This is an optimization exercise on Yosys and OpenROAD, whose aim is small area, not a production implementation.
Only simulation tests tie the RTL to the original design; equivalence was not proved.

Design z, start of the top module:
module z(
    input [31:0] x1, x2, x3,
    input [31:0] w1, w2, w3,
    input clk,
    output[31:0] out
);
    wire [31:0] p1, p2, p3;
    Fmultiplier mul1(.A(w1), .B(x1), .result(p1));
    Fmultiplier mul2(.A(w2), .B(x2), .result(p2));
    Fmultiplier mul3(.A(w3), .B(x3), .result(p3));
    reg [31:0] p1_q, p2_q, p3_q;
    always @(posedge clk) begin
        p1_q <= p1;
        p2_q <= p2;
        p3_q <= p3;
    end
    wire [31:0] s12;
    Fadder_Fsubtractor add1(.A(p1_q), .B(p2_q), .result(s12));
    reg [31:0] s12_q, p3_qq;
    always @(posedge clk) begin
        s12_q <= s12;
        p3_qq <= p3_q;
    end
    wire [31:0] s;
    Fadder_Fsubtractor add2(.A(s12_q), .B(p3_qq), .result(s));
    reg [31:0] s_q, out_q;
    always @(posedge clk) begin
        s_q   <= s;
        out_q <= s_q;
    end
    assign out = out_q;
endmodule
clock: 12.0 ns
lec_check: 0
cap_margin: 20
core_margin: 2
core_utilization: 60
cts_buf_list: sky130_fd_sc_hd__clkbuf_8
cts_cluster_diameter: 60
cts_cluster_size: 16
slew_margin: 20
synth_hierarchical: 1
standard.sh (not shown) runs the stock make flow with config.mk's settings and CLKGATE_MAP_FILE= SYNTH_SCRIPT=/design/flow/synth_recipe.tcl, a recipe that flattens the netlist after the stock synthesis.
==> flow/flow/run.sh <==
#!/bin/bash
# The standard layout, with the smallest buffer on the input and output ports.
set -euo pipefail
export BUFFER_PORTS_ARGS="-buffer_cell sky130_fd_sc_hd__buf_1"
bash standard.sh > standard_flow.log 2>&1
The first run passed the timing, design-rule and antenna checks.
==> next run, changes <==
CAP_MARGIN = 0   (was 20)
CTS_BUF_LIST = sky130_fd_sc_hd__clkbuf_4   (was sky130_fd_sc_hd__clkbuf_8)
CTS_CLUSTER_DIAMETER = 40   (was 60)
CTS_CLUSTER_SIZE = 8   (was 16)
SLEW_MARGIN = 0   (was 20)
Wire length does not change.
Worst hold slack got worse by 0.034 ns.
Clock-buffer cell count rises by 13.
Die area stays the same.
Fmax grows by 1.2%.
Setup slack is better by 0.13 ns.
Non-clock buffer count stays the same.
Register-to-register slack is better by 0.13 ns.
Cell area stays flat.
First-iteration DRC count is lower by about 2.3%.
==> next run, changes <==
==> flow/flow/run.sh (replaced) <==
#!/bin/bash
# The standard layout, with the smallest buffer on the input and output ports and
# non-critical gates downsized after global routing (repair_timing -recover_power).
set -euo pipefail
export BUFFER_PORTS_ARGS="-buffer_cell sky130_fd_sc_hd__buf_1"
export RECOVER_POWER=100
bash standard.sh > standard_flow.log 2>&1
CAP_MARGIN = 20   (was 0)
SLEW_MARGIN = 20   (was 0)
Effect:
- The changed run completed and failed the layout checks on capacitance limit, slew limit
- routed wire length hardly moves
- cell area stays flat
- fmax falls by 2.3%
- worst hold slack stays flat
- cell count stays the same
- worst setup slack degrades by 0.26 ns
- count of clock-buffer cells in the layout does not change
- non-clock buffer count stays the same
- area after synthesis stays the same


Setup of main:
z, a different RTL version from the one above (not shown whole).
Size: about 220 flip-flops, roughly 230 I/O pins, about 62000 um^2 of cells after synthesis.
clock: 12.0 ns
lec_check: 0
cap_margin: 20
core_margin: 2
core_utilization: 60
slew_margin: 20
synth_hierarchical: 1
run.sh (not shown) runs the stock make flow with config.mk's settings and CLKGATE_MAP_FILE= SYNTH_SCRIPT=/design/flow/synth_recipe.tcl, a recipe that flattens the netlist after the stock synthesis.
Stock flow here: none of the scripts above is used.
Here is what was changed in the inputs of the feature branch compared with main.
==> flow/flow/run.sh (new file) <==
#!/bin/bash
# The standard layout, with the smallest buffer on the input and output ports.
set -euo pipefail
export BUFFER_PORTS_ARGS="-buffer_cell sky130_fd_sc_hd__buf_1"
bash standard.sh > standard_flow.log 2>&1
==> flow/standard.sh (new file) <==
#!/bin/bash
# synth_recipe.tcl (not shown) runs the flow's synth.tcl, then flattens the netlist and writes it again
# the make line also repeats each setting of config.mk as NAME=value (left out here)
make -C /OpenROAD-flow-scripts/flow DESIGN_CONFIG=/design/flow/config.mk WORK_HOME=/design/flow/orfs CLKGATE_MAP_FILE= SYNTH_SCRIPT=/design/flow/synth_recipe.tcl "${@:-finish}"
removed: flow/run.sh
## What came out
- Status: clock distribution area overhead in the final layout parity (the feature branch, main)
- Cell area ended up about 1.6% lower on the feature branch than on main.
- Total number of vias in the feature branch is about 0.47% higher than in main
- The feature branch vs main, final antenna diode count went up by 1.
- On share of the cycle needed by the critical path after routing: between the feature branch and main, it ends up higher for the feature branch.

[separate check: timing with driven ports]
No port has a modelled driver above. Below, the same layouts with a new extraction and two added sets of constraints.
Step 1, drivers: a clkbuf_16 drives clk and a buf_2 each remaining input, both assumed.
Step 2 adds t to the input delays and takes it off the output delays; t is the mean of the earliest and latest rising clock arrival at the registers after step 1. Input paths then give back, and output paths get back, about the clock's delay inside the block.
a / b / c = ideal / step 1 / step 2; a / b = the first two.
run | t (ns) | setup slack, ns | cell pins on the clock port's net
the first run of note 1 | 0.654 | 0.625 / 0.625 / 0.518 | 1
the second run of note 1 | 0.768 | 0.756 / 0.756 / 0.496 | 1
the third run of note 1 | 0.752 | 0.491 / 0.502 / -0.250 | 1
main | 0.599 | 0.739 / 0.739 / 0.732 | 1
the feature branch | 0.609 | 0.711 / 0.711 / 0.671 | 1
The setup slack of the third run of note 1, which loses most, moves by +0.011 ns with the drivers and by -0.741 ns with both steps.
